From an optimization exercise on the open Yosys and OpenROAD flow, aimed at small area, a short achievable clock period and few clock cycles; shortcuts taken in it are not production practice.
In this exercise RTL edits were held to simulation tests only and were not proved equivalent to the original.

==> run G: inputs <==
Design subterranean_lwc, start of the top module:
module subterranean_lwc
#(parameter ASYNC_RSTN = 0,
parameter G_PWIDTH = 32,
parameter G_SWIDTH = 32,
parameter G_SEGMENT_SIZE_BITS = 16,
parameter G_HASH_SIZE_WORDS = 8,
parameter G_TAG_SIZE_WORDS = 4
)
(
    input wire clk,
    input wire rst,
    input wire [(G_PWIDTH-1):0] pdi_data,
    input wire pdi_valid,
    output wire pdi_ready,
    input wire [(G_SWIDTH-1):0] sdi_data,
    input wire sdi_valid,
    output wire sdi_ready,
    output wire [(G_PWIDTH-1):0] do_data,
    output wire do_valid,
    input wire do_ready,
    output wire do_last
);
clock: 5.0 ns
lec_check: 0
abc_clock_period_in_ps: 2000
cap_margin: 20
core_margin: 2
core_utilization: 40
cts_cluster_diameter: 100
cts_cluster_size: 24
setup_slack_margin: 2.8
slew_margin: 20
tns_end_percent: 5
standard.sh (not shown) runs the stock make flow with config.mk's settings and CLKGATE_MAP_FILE= SYNTH_SCRIPT=/design/flow/synth_recipe.tcl, a recipe that flattens the netlist after the stock synthesis.
==> flow/flow/run.sh <==
#!/bin/bash
# The standard layout, except that the port buffers are plain buffers
# (buffer_ports otherwise picks a delay cell, clkdlybuf4s50_1, for them).
set -euo pipefail
export BUFFER_PORTS_ARGS="-buffer_cell sky130_fd_sc_hd__buf_4"
bash standard.sh finish > make_finish.log 2>&1
==> run C: changes against run G <==
--- a/flow/design.v
+++ b/flow/design.v
@@ -348,14 +348,15 @@
 reg [2:0] wsize;        
 reg eot;
 reg dec;
 reg fail;
 reg [1:0] bidx;         
 reg hlast;              
 reg [3:0] bsel;         
+reg [3:0] bsel_n;
 reg [3:0] mb;           
 reg [3:0] mp;           
 reg ms;                 
 reg dsel;               
 reg kw;                 
 reg [4:0] padv;         
 reg [1:0] sph;          
@@ -369,44 +370,37 @@
 reg prdy, srdy;         
 reg m_key;              
 reg m_word;             
 reg m_hash;             
 reg m_sq;               
 reg m_t;                
 reg dfull;              
-localparam NSW = 89;
+reg [14:0] ph_n;
+reg [4:0] nr_n;
+reg [3:0] cnt_n;
+reg [15:0] len_n;
+reg lastw_n;
+reg [2:0] wsize_n;
+reg eot_n, dec_n, fail_n, kact_n, hfirst_n, nz_n, hlast_n, spend_n;
+reg [1:0] bidx_n, sph_n, kcnt_n;
+reg push;
+reg [32:0] pw;
+wire ptake = pdi_valid & prdy;
 wire stake = sdi_valid & srdy;
+wire qpush = (pdi_valid & pv) | pc;
 wire [4:0] nr_dec = nz ? 5'd0 : (nr - 5'd1);
 wire wr_ok = ~v1;
 wire pop = v0 & do_ready;
 wire [31:0] z;
 wire [31:0] y;
 wire hdr_le4 = (pdi_data[15:3] == 13'd0) && ((pdi_data[2] == 1'b0) || (pdi_data[1:0] == 2'b00));
 wire [2:0] hdr_ws = hdr_le4 ? pdi_data[2:0] : 3'd4;
 wire len_le8 = (len[15:4] == 12'd0) && ((len[3] == 1'b0) || (len[2:0] == 3'b000));
 wire [2:0] len_ws = len_le8 ? (len[2:0] ^ 3'b100) : 3'd4;
-function [NSW-1:0] nsf(input pvin);
-    reg tk, qp;
-    reg [14:0] ph_n;
-    reg [4:0] nr_n;
-    reg [3:0] cnt_n;
-    reg [15:0] len_n;
-    reg lastw_n;
-    reg [2:0] wsize_n;
-    reg eot_n, dec_n, fail_n, kact_n, hfirst_n, nz_n, hlast_n, spend_n;
-    reg [1:0] bidx_n, sph_n, kcnt_n;
-    reg [3:0] bsel_n;
-    reg v0_n, v1_n, wr_ok_n;
-    reg prdy_n, m_word_n, m_hash_n, m_sq_n, srdy_n, pv_n, pc_n, m_key_n, m_t_n, dfull_n, dsel_n, kw_n;
-    reg [2:0] dsize_n;
-    reg [3:0] mb_n, mp_n;
-    reg [4:0] padv_n;
-    begin
-    tk = pvin & prdy;
-    qp = (pvin & pv) | pc;
+always @(*) begin
     ph_n = ph;
     nr_n = nr_dec;
     nz_n = (nr[4:1] == 4'd0);
     hlast_n = hlast;
     cnt_n = cnt;
     len_n = len;
     lastw_n = lastw;
@@ -417,14 +411,16 @@
     kact_n = kact;
     hfirst_n = hfirst;
     spend_n = spend;
     bidx_n = bidx;
     bsel_n = bsel;
     sph_n = sph;
     kcnt_n = kcnt;
+    push = 1'b0;
+    pw = 33'd0;
     if (stake) begin
         case (sph)
             2'd0 : sph_n = 2'd1;
             2'd1 : begin sph_n = 2'd2; kcnt_n = 2'd0; end
             default : begin
                 kcnt_n = kcnt + 2'd1;
                 if (kcnt == 2'd3) begin
@@ -432,116 +428,127 @@
                     kact_n = 1'b0;
                     nr_n = 5'd1;
                     nz_n = 1'b0;
                 end
             end
         endcase
     end
-        if (ph[P_IDLE] & tk) begin
+        if (ph[P_IDLE] & ptake) begin
             hfirst_n = 1'b1;
             case (pdi_data[31:28])
                 4'h7 : begin
                     kact_n = 1'b1;
                     begin ph_n[P_IDLE] = 1'b0; ph_n[P_INST] = 1'b1; end
                 end
                 4'h8 : begin ph_n[P_IDLE] = 1'b0; ph_n[P_HHDR] = 1'b1; end
                 default : ;
             endcase
         end
-        if (ph[P_INST] & tk) begin
+        if (ph[P_INST] & ptake) begin
             dec_n = pdi_data[28];
             begin ph_n[P_INST] = 1'b0; ph_n[P_NHDR] = 1'b1; end
         end
-        if (ph[P_NHDR] & tk) begin
+        if (ph[P_NHDR] & ptake) begin
             cnt_n = 4'd4;
             begin ph_n[P_NHDR] = 1'b0; ph_n[P_NDAT] = 1'b1; end
         end
-        if (ph[P_NDAT] & tk) begin
+        if (ph[P_NDAT] & ptake) begin
             cnt_n = cnt - 4'd1;
             if (cnt == 4'd1) begin
                 nr_n = 5'd9;
                 nz_n = 1'b0;
                 begin ph_n[P_NDAT] = 1'b0; ph_n[P_AHDR] = 1'b1; end
             end
         end
-        if (ph[P_AHDR] & tk) begin
+        if (ph[P_AHDR] & ptake) begin
             len_n = pdi_data[15:0];
             lastw_n = hdr_le4;
             wsize_n = hdr_ws;
             eot_n = pdi_data[25];
             if (pdi_data[15:0] == 16'd0) begin
                 nr_n = nz ? 5'd1 : nr;
                 nz_n = 1'b0;
                 begin ph_n[P_AHDR] = 1'b0; ph_n[P_PHDR] = 1'b1; end
             end else
                 begin ph_n[P_AHDR] = 1'b0; ph_n[P_ADAT] = 1'b1; end
         end
-        if (ph[P_ADAT] & tk) begin
+        if (ph[P_ADAT] & ptake) begin
             len_n = len - 16'd4;
                 lastw_n = len_le8;
                 wsize_n = len_ws;
             if (lastw) begin
                 if (eot) begin
                     if (wsize == 3'd4) begin nr_n = 5'd1; nz_n = 1'b0; end
                     begin ph_n[P_ADAT] = 1'b0; ph_n[P_PHDR] = 1'b1; end
                 end else
                     begin ph_n[P_ADAT] = 1'b0; ph_n[P_AHDR] = 1'b1; end
             end
         end
-        if (ph[P_PHDR] & tk) begin
+        if (ph[P_PHDR] & ptake) begin
+            push = 1'b1;
+            pw = {1'b0, dec ? 4'h4 : 4'h5, 2'b00, pdi_data[25], dec & pdi_data[25], 8'h00, pdi_data[15:0]};
             len_n = pdi_data[15:0];
             lastw_n = hdr_le4;
             wsize_n = hdr_ws;
             eot_n = pdi_data[25];
             if (pdi_data[15:0] == 16'd0) begin
                 nr_n = nz ? 5'd9 : (nr + 5'd8);
                 nz_n = 1'b0;
                 ph_n[P_PHDR] = 1'b0;
                 if (dec) ph_n[P_THDR] = 1'b1; else ph_n[P_TAG] = 1'b1;
             end else
                 begin ph_n[P_PHDR] = 1'b0; ph_n[P_PDAT] = 1'b1; end
         end
-        if (ph[P_PDAT] & tk) begin
+        if (ph[P_PDAT] & ptake) begin
+            push = 1'b1;
+            pw = {lastw & eot, bswap(y)};
             len_n = len - 16'd4;
                 lastw_n = len_le8;
                 wsize_n = len_ws;
             if (lastw) begin
                 if (eot) begin
                     nr_n = (wsize == 3'd4) ? 5'd9 : 5'd8;
                     nz_n = 1'b0;
                     ph_n[P_PDAT] = 1'b0;
                     if (dec) ph_n[P_THDR] = 1'b1; else ph_n[P_TAG] = 1'b1;
                 end else
                     begin ph_n[P_PDAT] = 1'b0; ph_n[P_PHDR] = 1'b1; end
             end
         end
         if (ph[P_TAG] & wr_ok) begin
+            push = 1'b1;
+            pw = {1'b0, 32'h83000010};
             cnt_n = 4'd4;
             begin ph_n[P_TAG] = 1'b0; ph_n[P_SQ] = 1'b1; end
         end
-        if (ph[P_THDR] & tk) begin
+        if (ph[P_THDR] & ptake) begin
             cnt_n = 4'd4;
             begin ph_n[P_THDR] = 1'b0; ph_n[P_TDAT] = 1'b1; end
         end
-        if (ph[P_TDAT] & tk) begin
+        if (ph[P_TDAT] & ptake) begin
             if ((bswap(pdi_data) != z) && (cnt != 4'd1)) fail_n = 1'b1;
             cnt_n = cnt - 4'd1;
             if (cnt == 4'd1) begin ph_n[P_TDAT] = 1'b0; ph_n[P_IDLE] = 1'b1; spend_n = 1'b1; end
         end
         if (ph[P_SQ] & m_sq) begin
+            push = 1'b1;
+            pw = {cnt == 4'd1, bswap(z)};
             cnt_n = cnt - 4'd1;
             if (cnt == 4'd1) begin ph_n[P_SQ] = 1'b0; ph_n[P_IDLE] = 1'b1; spend_n = 1'b1; end
         end
         if (spend & wr_ok) begin
+            pw = {1'b1, fail ? 4'hF : 4'hE, 28'd0};
             spend_n = 1'b0;
             fail_n = 1'b0;
         end
-        if (ph[P_HHDR] & tk) begin
+        if (ph[P_HHDR] & ptake) begin
             hfirst_n = 1'b0;
             if (hfirst) begin
+                push = 1'b1;
+                pw = {1'b0, 4'h9, 4'h3, 8'h00, 16'd32};
             end
             len_n = pdi_data[15:0];
             lastw_n = hdr_le4;
             wsize_n = hdr_ws;
             eot_n = pdi_data[25];
             bidx_n = 2'd0;
             bsel_n = 4'b0001;
@@ -550,21 +557,21 @@
                 nr_n = nz ? 5'd10 : (nr + 5'd9);
                 nz_n = 1'b0;
                 cnt_n = 4'd8;
                 begin ph_n[P_HHDR] = 1'b0; ph_n[P_SQ] = 1'b1; end
             end else
                 begin ph_n[P_HHDR] = 1'b0; ph_n[P_HDAT] = 1'b1; end
         end
-        if (ph[P_HDAT] & pvin & m_hash) begin
+        if (ph[P_HDAT] & pdi_valid & m_hash) begin
             nr_n = 5'd1;
             nz_n = 1'b0;
             bidx_n = bidx + 2'd1;
             bsel_n = {bsel[2:0], bsel[3]};
             hlast_n = ((bidx + 3'd2) == wsize);
-            if (tk) begin
+            if (ptake) begin
                 bidx_n = 2'd0;
                 bsel_n = 4'b0001;
                 hlast_n = (len == 16'd5);
                 len_n = len - 16'd4;
                 lastw_n = len_le8;
                 wsize_n = len_ws;
                 if (lastw) begin
@@ -574,98 +581,68 @@
                         cnt_n = 4'd8;
                         begin ph_n[P_HDAT] = 1'b0; ph_n[P_SQ] = 1'b1; end
                     end else
                         begin ph_n[P_HDAT] = 1'b0; ph_n[P_HHDR] = 1'b1; end
                 end
             end
         end
+end
+reg v0_n, v1_n;
+always @(*) begin
     v0_n = v0;
     v1_n = v1;
     if (v1) begin
         if (pop) v1_n = 1'b0;
-    end else if (qp) begin
+    end else if (qpush) begin
         if (v0 & ~pop) v1_n = 1'b1;
         else v0_n = 1'b1;
     end else if (pop) begin
         v0_n = 1'b0;
     end
-wr_ok_n = ~v1_n;
+end
+wire wr_ok_n = ~v1_n;
+reg prdy_n, m_word_n, m_hash_n, m_sq_n;
+always @(*) begin
     prdy_n = 1'b0;
     m_word_n = 1'b0;
     m_hash_n = 1'b0;
     m_sq_n = 1'b0;
     prdy_n = ph_n[P_IDLE] | ph_n[P_INST] | ph_n[P_NHDR] | ph_n[P_AHDR] | ph_n[P_THDR]
            | ((ph_n[P_HHDR] | ph_n[P_PHDR]) & wr_ok_n & ~spend_n)
            | (ph_n[P_NDAT] & ~kact_n & nz_n)
            | ((ph_n[P_ADAT] | ph_n[P_TDAT]) & nz_n)
            | (ph_n[P_PDAT] & nz_n & wr_ok_n)
            | (ph_n[P_HDAT] & nz_n & hlast_n);
     m_word_n = ((ph_n[P_NDAT] & ~kact_n) | ph_n[P_ADAT] | (ph_n[P_PDAT] & wr_ok_n)) & nz_n;
     m_hash_n = ph_n[P_HDAT] & nz_n;
     m_sq_n = ph_n[P_SQ] & nz_n & wr_ok_n;
-srdy_n = (sph_n != 2'd2) | (kact_n & nz_n);
-pv_n = prdy_n & (ph_n[P_PHDR] | ph_n[P_PDAT] | (ph_n[P_HHDR] & hfirst_n));
-pc_n = m_sq_n | ((ph_n[P_TAG] | spend_n) & wr_ok_n);
-m_key_n = (sph_n == 2'd2) & kact_n & nz_n;
-m_t_n = ph_n[P_TDAT] & nz_n;
-dfull_n = m_key_n | ph_n[P_NDAT] | ph_n[P_TDAT];
-dsize_n = dfull_n ? 3'd4 : wsize_n;
-mb_n = {dsize_n == 3'd4, dsize_n >= 3'd3, dsize_n >= 3'd2, dsize_n >= 3'd1};
-mp_n = m_key_n ? 4'b0000 : mb_n;
+end
+wire srdy_n = (sph_n != 2'd2) | (kact_n & nz_n);
+wire pv_n = prdy_n & (ph_n[P_PHDR] | ph_n[P_PDAT] | (ph_n[P_HHDR] & hfirst_n));
+wire pc_n = m_sq_n | ((ph_n[P_TAG] | spend_n) & wr_ok_n);
+wire m_key_n = (sph_n == 2'd2) & kact_n & nz_n;
+wire m_t_n = ph_n[P_TDAT] & nz_n;
+wire dfull_n = m_key_n | ph_n[P_NDAT] | ph_n[P_TDAT];
+wire [2:0] dsize_n = dfull_n ? 3'd4 : wsize_n;
+wire [3:0] mb_n = {dsize_n == 3'd4, dsize_n >= 3'd3, dsize_n >= 3'd2, dsize_n >= 3'd1};
+wire [3:0] mp_n = m_key_n ? 4'b0000 : mb_n;
+reg [4:0] padv_n;
+always @(*) begin
     if (m_key_n | m_word_n) begin
         case (dsize_n)
             3'd0 : padv_n = 5'b00001;
             3'd1 : padv_n = 5'b00010;
             3'd2 : padv_n = 5'b00100;
             3'd3 : padv_n = 5'b01000;
             default : padv_n = 5'b10000;
         endcase
     end else if (m_hash_n)
         padv_n = 5'b00010;
     else
         padv_n = 5'b00001;
-    dsel_n = dec_n & ph_n[P_PDAT];
-    kw_n = m_key_n | m_word_n;
-    nsf = {ph_n, nr_n, nz_n, cnt_n, len_n, lastw_n, wsize_n, eot_n, dec_n, fail_n, kact_n, hfirst_n, spend_n, hlast_n, bidx_n, bsel_n, sph_n, kcnt_n, v0_n, v1_n, prdy_n, srdy_n, m_key_n, m_word_n, m_hash_n, m_sq_n, pv_n, pc_n, m_t_n, dfull_n, mb_n, mp_n, dsel_n, kw_n, padv_n};
-    end
-endfunction
-wire [NSW-1:0] ns1 = nsf(1'b1);
-wire [NSW-1:0] ns0 = nsf(1'b0);
-wire [NSW-1:0] ns = pdi_valid ? ns1 : ns0;
-wire [14:0] ph_n;
-wire [4:0] nr_n;
-wire [3:0] cnt_n;
-wire [15:0] len_n;
-wire lastw_n;
-wire [2:0] wsize_n;
-wire eot_n, dec_n, fail_n, kact_n, hfirst_n, nz_n, hlast_n, spend_n;
-wire [1:0] bidx_n, sph_n, kcnt_n;
-wire [3:0] bsel_n;
-wire v0_n, v1_n;
-wire prdy_n, m_word_n, m_hash_n, m_sq_n, srdy_n, pv_n, pc_n, m_key_n, m_t_n, dfull_n, dsel_n, kw_n;
-wire [3:0] mb_n, mp_n;
-wire [4:0] padv_n;
-assign {ph_n, nr_n, nz_n, cnt_n, len_n, lastw_n, wsize_n, eot_n, dec_n, fail_n, kact_n, hfirst_n, spend_n, hlast_n, bidx_n, bsel_n, sph_n, kcnt_n, v0_n, v1_n, prdy_n, srdy_n, m_key_n, m_word_n, m_hash_n, m_sq_n, pv_n, pc_n, m_t_n, dfull_n, mb_n, mp_n, dsel_n, kw_n, padv_n} = ns;
-wire ptake = pdi_valid & prdy;
-wire qpush = (pdi_valid & pv) | pc;
-reg [32:0] pw;
-always @(*) begin
-    pw = 33'd0;
-    if (spend)
-        pw = {1'b1, fail ? 4'hF : 4'hE, 28'd0};
-    else if (ph[P_PHDR])
-        pw = {1'b0, dec ? 4'h4 : 4'h5, 2'b00, pdi_data[25], dec & pdi_data[25], 8'h00, pdi_data[15:0]};
-    else if (ph[P_PDAT])
-        pw = {lastw & eot, bswap(y)};
-    else if (ph[P_TAG])
-        pw = {1'b0, 32'h83000010};
-    else if (ph[P_SQ])
-        pw = {cnt == 4'd1, bswap(z)};
-    else if (ph[P_HHDR])
-        pw = {1'b0, 4'h9, 4'h3, 8'h00, 16'd32};
 end
 always @(posedge clk) begin
     if (rst) begin
         ph <= 15'd1 << P_IDLE;
         nr <= 5'd0;
         nz <= 1'b1;
         sph <= 2'd0;
@@ -714,16 +691,16 @@
     eot <= eot_n;
     dec <= dec_n;
     bidx <= bidx_n;
     bsel <= bsel_n;
     mb <= mb_n;
     mp <= mp_n;
     ms <= m_key_n;
-    dsel <= dsel_n;
-    kw <= kw_n;
+    dsel <= dec_n & ph_n[P_PDAT];
+    kw <= m_key_n | m_word_n;
     padv <= padv_n;
     hlast <= hlast_n;
     kcnt <= kcnt_n;
     hfirst <= hfirst_n;
 end
 always @(posedge clk) begin
     if (v1) begin
--- a/flow/config.mk
+++ b/flow/config.mk
@@ -4,13 +4,14 @@
 export VERILOG_FILES = /design/flow/design.v
 export SDC_FILE = /design/flow/constraint.sdc
 export NUM_CORES = 4
 export LEC_CHECK = 0
 export ABC_CLOCK_PERIOD_IN_PS = 2000
 export CAP_MARGIN = 20
 export CORE_MARGIN = 2
-export CORE_UTILIZATION = 40
+export CORE_UTILIZATION = 60
 export CTS_CLUSTER_DIAMETER = 100
 export CTS_CLUSTER_SIZE = 24
+export PLACE_DENSITY = 0.72
 export SETUP_SLACK_MARGIN = 2.8
 export SLEW_MARGIN = 20
 export TNS_END_PERCENT = 5
==> summary.txt <==
Floorplan
  – Core region area: 69,800 um^2
  – N_taps: 940
  – DIE AREA: 72,500 um^2

Status
  – Status: finished clean

Layout
  – Register area: 9300 um^2

Place
  – Dpl hpwl: 74,700 um
  – DP Cell Count: 4,107

Synthesis
  – Post-Synth Adder-Cell Area: 0.400%
  – Synth cell count leaders: xnor2_1 (856), nor2_1 (358), dfxtp_1 (309), nor2b_1 (267), a211oi_1 (266)

CTS
  – Worst-Skew Late Latency: 0.60 ns
  – Postcts setup bufs: 39
the above is filed under run G

==> summary.txt <==
Floorplan
  – N_taps: 592
  – Core region area: 44,400 um^2

Layout
  – Commonest cells after routing, fill and taps aside: xnor2_1 (828), nor2_1 (357), dfxtp_1 (318), nor2b_1 (277), a211oi_1 (232)

Synthesis
  – Synth cell count leaders: xnor2_1 (829), nor2_1 (362), dfxtp_1 (334), nor2b_1 (277), a211oi_1 (232)
  – Post-Synth Adder-Cell Area: 0.415%
  – Cell accounting for the most synthesized area: xnor2_1

Status
  – Status: finished clean

Place
  – Dpl hpwl: 72,200 um
  – DP Cell Count: 3,686

CTS
  – Postcts setup bufs: 7
  – Worst-Skew Late Latency: 0.58 ns
the above is filed under run C

Testbench counts of run G, summed over its fixed seeds: cycles 13,309.
Testbench counts of run C, summed over its fixed seeds: cycles 13,309.

-- separate check: timing with driven ports --
Ports are ideal in the flow. The routed layouts listed here were re-timed in OpenROAD. Step 1 assumes that a clkbuf_16 drives the clock port and a buf_2 every other input. Step 2, shift: input delay + t, output delay - t, t = (earliest + latest rising clock arrival at the registers) / 2. This alone moves slack from input paths to output paths. a / b / c = ideal / step 1 / step 2; a / b = the first two.
run	t (ns)	setup WS [ns]	clock arrival spread, ns	worst register clock-pin slew, ns	cell pins on the clock port's net
run G	0.645	2.440 / 2.440 / 1.925	0.032 / 0.033	0.11 / 0.11	1
run C	0.629	2.389 / 2.389 / 1.842	0.029 / 0.028	0.11 / 0.11	1
After both steps every run listed still meets setup and hold. The setup slack of run C, which loses most, moves by 0.000 ns with the drivers and by -0.547 ns with both steps.
